From an optimization exercise on the open Yosys and OpenROAD flow, aimed at small area; shortcuts taken in it are not production practice.
Function was checked by simulation only, so behaviour that the tests miss may differ from the original.
Power is estimated from default activity; no workload was simulated.

run A:
==> flow/design.v (excerpt) <==
module fifo #(parameter WIDTH=64, parameter DEPTH=8)(
    input clk,
    input res_n,
    input shift_in,
    input shift_out,
    input [WIDTH-1:0] data_in,
    output full,
    output empty,
    output [WIDTH-1:0] data_out
    );
For scale: roughly 130 I/O pins, roughly 18000 um2 of cells after synthesis.
Settings: LEC_CHECK=0, CAP_MARGIN=20, CORE_MARGIN=2, CORE_UTILIZATION=60, CTS_BUF_LIST=sky130_fd_sc_hd__clkbuf_4 sky130_fd_sc_hd__clkbuf_8, CTS_CLUSTER_DIAMETER=60, CTS_CLUSTER_SIZE=20, SLEW_MARGIN=20, SYNTH_HIERARCHICAL=1, SYNTH_MINIMUM_KEEP_SIZE=0; clock period 5.0 ns.
run.sh (not shown) runs the stock make flow with config.mk's settings and CLKGATE_MAP_FILE= SYNTH_SCRIPT=/design/flow/synth_recipe.tcl, a recipe that flattens the netlist after the stock synthesis.
Run A ended with every stage complete and zero timing, DRC or antenna violations.
[inputs] run B vs run A
==> flow/flow/run.sh (new file) <==
#!/bin/bash
# The standard layout (standard.sh), with two changes: the port buffers are the
# smallest buffer cell, and the clock tree is built from small clock buffers in larger
# sink clusters, without dummy loads. make's output goes to flow_make.log; each ORFS step
# also keeps its own log under orfs/logs/.
set -euo pipefail
bash standard.sh \
  "BUFFER_PORTS_ARGS=-buffer_cell sky130_fd_sc_hd__buf_1" \
  "CTS_ARGS=-sink_clustering_enable -repair_clock_nets -dont_use_dummy_load -sink_clustering_size 20 -sink_clustering_max_diameter 60 -buf_list {sky130_fd_sc_hd__clkbuf_4 sky130_fd_sc_hd__clkbuf_8}" \
  finish > flow_make.log 2>&1
==> flow/standard.sh (new file) <==
#!/bin/bash
# synth_recipe.tcl (not shown) runs the flow's synth.tcl, then flattens the netlist and writes it again
# the make line also repeats each setting of config.mk as NAME=value (left out here)
make -C /OpenROAD-flow-scripts/flow DESIGN_CONFIG=/design/flow/config.mk WORK_HOME=/design/flow/orfs CLKGATE_MAP_FILE= SYNTH_SCRIPT=/design/flow/synth_recipe.tcl "${@:-finish}"
--- a/flow/config.mk
+++ b/flow/config.mk
@@ -11,3 +10,0 @@
-export CTS_BUF_LIST = sky130_fd_sc_hd__clkbuf_4 sky130_fd_sc_hd__clkbuf_8
-export CTS_CLUSTER_DIAMETER = 60
-export CTS_CLUSTER_SIZE = 20
removed: flow/run.sh
Notes after the runs:
Run B | status: complete | timing, DRC, antenna: pass. When run B is set beside run A, its share of final layout cell area taken by non-clock buffers turns out to be 3.7 points smaller. Re area share of and/or/nand/nor cells after synthesis: no difference whatsoever between run A and run B. Looking at cell area after placement, run B sits 4.0% lower than run A does. For combinational power, dividing the value from run A by the value from run B gives 1.3.

== 09-22 ==
fifo, a different RTL version from the one above (not shown whole).
Size: roughly 520 flip-flops, about 130 I/O pins.
clock: 5.0 ns
lec_check: 0
cap_margin: 20
core_margin: 2
core_utilization: 60
slew_margin: 20
synth_hierarchical: 1
synth_minimum_keep_size: 0
standard.sh (not shown) runs the stock make flow with config.mk's settings and CLKGATE_MAP_FILE= SYNTH_SCRIPT=/design/flow/synth_recipe.tcl, a recipe that flattens the netlist after the stock synthesis.
==> flow/flow/run.sh <==
#!/bin/bash
# The standard layout (standard.sh) with three changes:
#  - the port buffers are the smallest buffer cell (buf_1);
#  - the clock tree is built from small clock buffers in larger sink clusters, without
#    dummy loads;
#  - global placement and placement repair buffer high-fanout nets with the small buffers
#    only (flow/small_bufs.tcl, sourced before those two steps).
# make's output goes to flow_make.log; each ORFS step also keeps its own log under orfs/logs/.
set -euo pipefail
here=$(pwd)
bash standard.sh \
  "BUFFER_PORTS_ARGS=-buffer_cell sky130_fd_sc_hd__buf_1" \
  "CTS_ARGS=-sink_clustering_enable -repair_clock_nets -dont_use_dummy_load -sink_clustering_size 20 -sink_clustering_max_diameter 60 -buf_list {sky130_fd_sc_hd__clkbuf_4 sky130_fd_sc_hd__clkbuf_8}" \
  "PRE_GLOBAL_PLACE_TCL=$here/flow/small_bufs.tcl" \
  "PRE_RESIZE_TCL=$here/flow/small_bufs.tcl" \
  finish > flow_make.log 2>&1
==> flow/flow/small_bufs.tcl <==
# keep the resizer's buffering to the small buffers
set_dont_use [get_lib_cells {sky130_fd_sc_hd__buf_6 sky130_fd_sc_hd__buf_8 sky130_fd_sc_hd__buf_12 sky130_fd_sc_hd__buf_16 sky130_fd_sc_hd__bufbuf_8 sky130_fd_sc_hd__bufbuf_16}]
09-22 ended with every stage complete and zero timing, DRC or antenna violations.
> inputs changed (09-22 -> 06-01)
-- flow/flow/run.sh --
<<< 09-22, line 13
  "CTS_ARGS=-sink_clustering_enable -repair_clock_nets -dont_use_dummy_load -sink_clustering_size 20 -sink_clustering_max_diameter 60 -buf_list {sky130_fd_sc_hd__clkbuf_4 sky130_fd_sc_hd__clkbuf_8}" \
>>> 06-01, line 13
  "CTS_ARGS=-sink_clustering_enable -repair_clock_nets -dont_use_dummy_load -sink_clustering_size 11 -sink_clustering_max_diameter 50 -buf_list {sky130_fd_sc_hd__clkbuf_4}" \
Notes after the runs:
- Looking at clock period minus worst slack, 06-01 sits 0.18 ns higher than 09-22 does.
- Re worst clock skew: 06-01 and 09-22 aren't equal, and the lower value belongs to 06-01.
- As of 06-01, average wire length per cell after detail routing had fallen slightly compared to 09-22.
- Compared with 09-22, 06-01 shows a lower final area.
- On via density per instance, 06-01 tracks 09-22 almost exactly.
- 06-01 has top achievable clock speed below what 09-22 had.
- [compare] base=09-22 new=06-01: area of the die was more or less identical, synthesized cell count comparable, routed length on met1 fell by 0.66%, global routing usage on met2 held.

fifo, a different RTL version from the one above (not shown whole).
Size in the first run: about 1,000 cells after synthesis.
make LEC_CHECK=0 CAP_MARGIN=20 CORE_MARGIN=2 CORE_UTILIZATION=40 SLEW_MARGIN=20 finish   # period 5.0 ns
run.sh (not shown) runs the stock make flow with config.mk's settings and CLKGATE_MAP_FILE= SYNTH_SCRIPT=/design/flow/synth_recipe.tcl, a recipe that flattens the netlist after the stock synthesis.
Stock flow here: none of the scripts above is used.
The first run completed with no timing, DRC or antenna violations.
Edit:
==> flow/flow/run.sh (new file) <==
#!/bin/bash
# Standard ORFS layout, with the port buffers made of the smallest buffer and a clock tree
# built from small clock buffers without dummy loads.
set -euo pipefail
bash standard.sh \
  "BUFFER_PORTS_ARGS=-buffer_cell sky130_fd_sc_hd__buf_1" \
  "CTS_ARGS=-sink_clustering_enable -repair_clock_nets -dont_use_dummy_load -buf_list {sky130_fd_sc_hd__clkbuf_4 sky130_fd_sc_hd__clkbuf_8}" \
  finish > flow_make.log 2>&1
==> flow/standard.sh (new file) <==
#!/bin/bash
# synth_recipe.tcl (not shown) runs the flow's synth.tcl, then flattens the netlist and writes it again
# the make line also repeats each setting of config.mk as NAME=value (left out here)
make -C /OpenROAD-flow-scripts/flow DESIGN_CONFIG=/design/flow/config.mk WORK_HOME=/design/flow/orfs CLKGATE_MAP_FILE= SYNTH_SCRIPT=/design/flow/synth_recipe.tcl "${@:-finish}"
removed: flow/run.sh
What happened: Via count hardly moves; global-route usage is about the same; total power falls by 10%; first-iteration DRC count falls by 12%; final cell count falls by 1.0%; die area does not change; clock power falls by 20%; routed wire length rises by 0.46%; non-clock buffer count falls by 9; final area falls by 5.8%.

RTL: one of the versions met above, not the one the previous note started from.
Size: ~800 cells after synthesis, ~520 flip-flops, roughly 18,000 um2 of cells after synthesis.
// fifo
module fifo #(parameter WIDTH=64, parameter DEPTH=8)(
    input clk,
    input res_n,
    input shift_in,
    input shift_out,
    input [WIDTH-1:0] data_in,
    output full,
    output empty,
    output [WIDTH-1:0] data_out
    );
clock: 5.0 ns
lec_check: 0
cap_margin: 20
core_margin: 2
core_utilization: 60
slew_margin: 20
synth_hierarchical: 1
synth_minimum_keep_size: 0
standard.sh (not shown) runs the stock make flow with config.mk's settings and CLKGATE_MAP_FILE= SYNTH_SCRIPT=/design/flow/synth_recipe.tcl, a recipe that flattens the netlist after the stock synthesis.
==> flow/flow/run.sh <==
#!/bin/bash
# The standard layout (standard.sh) with three changes:
#  - the port buffers are the smallest buffer cell (buf_1);
#  - the clock tree is built from small clock buffers in larger sink clusters, without
#    dummy loads;
#  - global placement and placement repair buffer high-fanout nets with the small buffers
#    only (flow/small_bufs.tcl, sourced before those two steps).
# make's output goes to flow_make.log; each ORFS step also keeps its own log under orfs/logs/.
set -euo pipefail
here=$(pwd)
bash standard.sh \
  "BUFFER_PORTS_ARGS=-buffer_cell sky130_fd_sc_hd__buf_1" \
  "CTS_ARGS=-sink_clustering_enable -repair_clock_nets -dont_use_dummy_load -sink_clustering_size 10 -sink_clustering_max_diameter 50 -buf_list {sky130_fd_sc_hd__clkbuf_4}" \
  "PRE_GLOBAL_PLACE_TCL=$here/flow/small_bufs.tcl" \
  "PRE_RESIZE_TCL=$here/flow/small_bufs.tcl" \
  finish > flow_make.log 2>&1
Scripts as last shown in full above: flow/flow/small_bufs.tcl
The baseline passed the timing, DRC and antenna checks.
Change:
--- a/flow/flow/run.sh
+++ b/flow/flow/run.sh
@@ -12,3 +12,3 @@
   "BUFFER_PORTS_ARGS=-buffer_cell sky130_fd_sc_hd__buf_1" \
-  "CTS_ARGS=-sink_clustering_enable -repair_clock_nets -dont_use_dummy_load -sink_clustering_size 10 -sink_clustering_max_diameter 50 -buf_list {sky130_fd_sc_hd__clkbuf_4}" \
+  "CTS_ARGS=-sink_clustering_enable -repair_clock_nets -dont_use_dummy_load -sink_clustering_size 11 -sink_clustering_max_diameter 70 -buf_list {sky130_fd_sc_hd__clkbuf_4}" \
   "PRE_GLOBAL_PLACE_TCL=$here/flow/small_bufs.tcl" \
- The changed run produced a clean layout
- area after synthesis does not change
- via count is about the same
- sequential share of layout area rises by 0.19 points
- power decreases by 0.50%
- wire length rose by 0.46%
- sequential power barely changes
- utilization drops by 0.16 points
- maximum frequency went down by about 0.34%
- clock-buffer cell count shrinks by 6
- final cell count goes down by 0.43%

==> afterwards: timing with drivers on the ports <==
How much do the figures lean on ideal ports? The routed layouts below were timed once more, with nothing changed but the port constraints.
Step 1 assumes that a clkbuf_16 drives the clock port and a buf_2 every other input.
Step 2 also shifts input and output timing later by t, the mid clock arrival at the registers, as if the neighbouring blocks saw the same clock.
Three values: no drivers, after step 1, after step 2; two values: the first two.
run | shift t [ns] | setup WS [ns] | hold WS [ns] | worst setup path after step 2 | slew at the worst register clock pin (ns)
run A | 0.599 | 0.591 / 0.546 / 1.144 | 0.451 / 0.451 / 0.451 | register to output | 0.11 / 0.11
run B | 0.588 | 1.154 / 1.104 / 1.692 | 0.371 / 0.344 / 0.438 | register to output | 0.11 / 0.11
09-22 | 0.593 | 0.972 / 0.926 / 1.518 | 0.291 / 0.269 / 0.439 | register to output | 0.11 / 0.11
06-01 | 0.745 | 0.797 / 0.754 / 1.499 | 0.121 / 0.103 / 0.442 | register to output | 0.12 / 0.12
the first run of note 3 | 0.631 | 0.496 / 0.440 / 1.071 | 0.623 / 0.623 / 0.623 | register to output | 0.06 / 0.06
the second run of note 3 | 0.662 | 0.765 / 0.713 / 1.375 | 0.315 / 0.321 / 0.627 | register to output | 0.06 / 0.06
the first run of note 4 | 0.746 | 0.822 / 0.781 / 1.526 | 0.133 / 0.119 / 0.407 | register to output | 0.11 / 0.11
the second run of note 4 | 0.748 | 0.808 / 0.764 / 1.512 | 0.125 / 0.105 / 0.451 | register to output | 0.12 / 0.12
After both steps setup and hold are still met in every run listed.
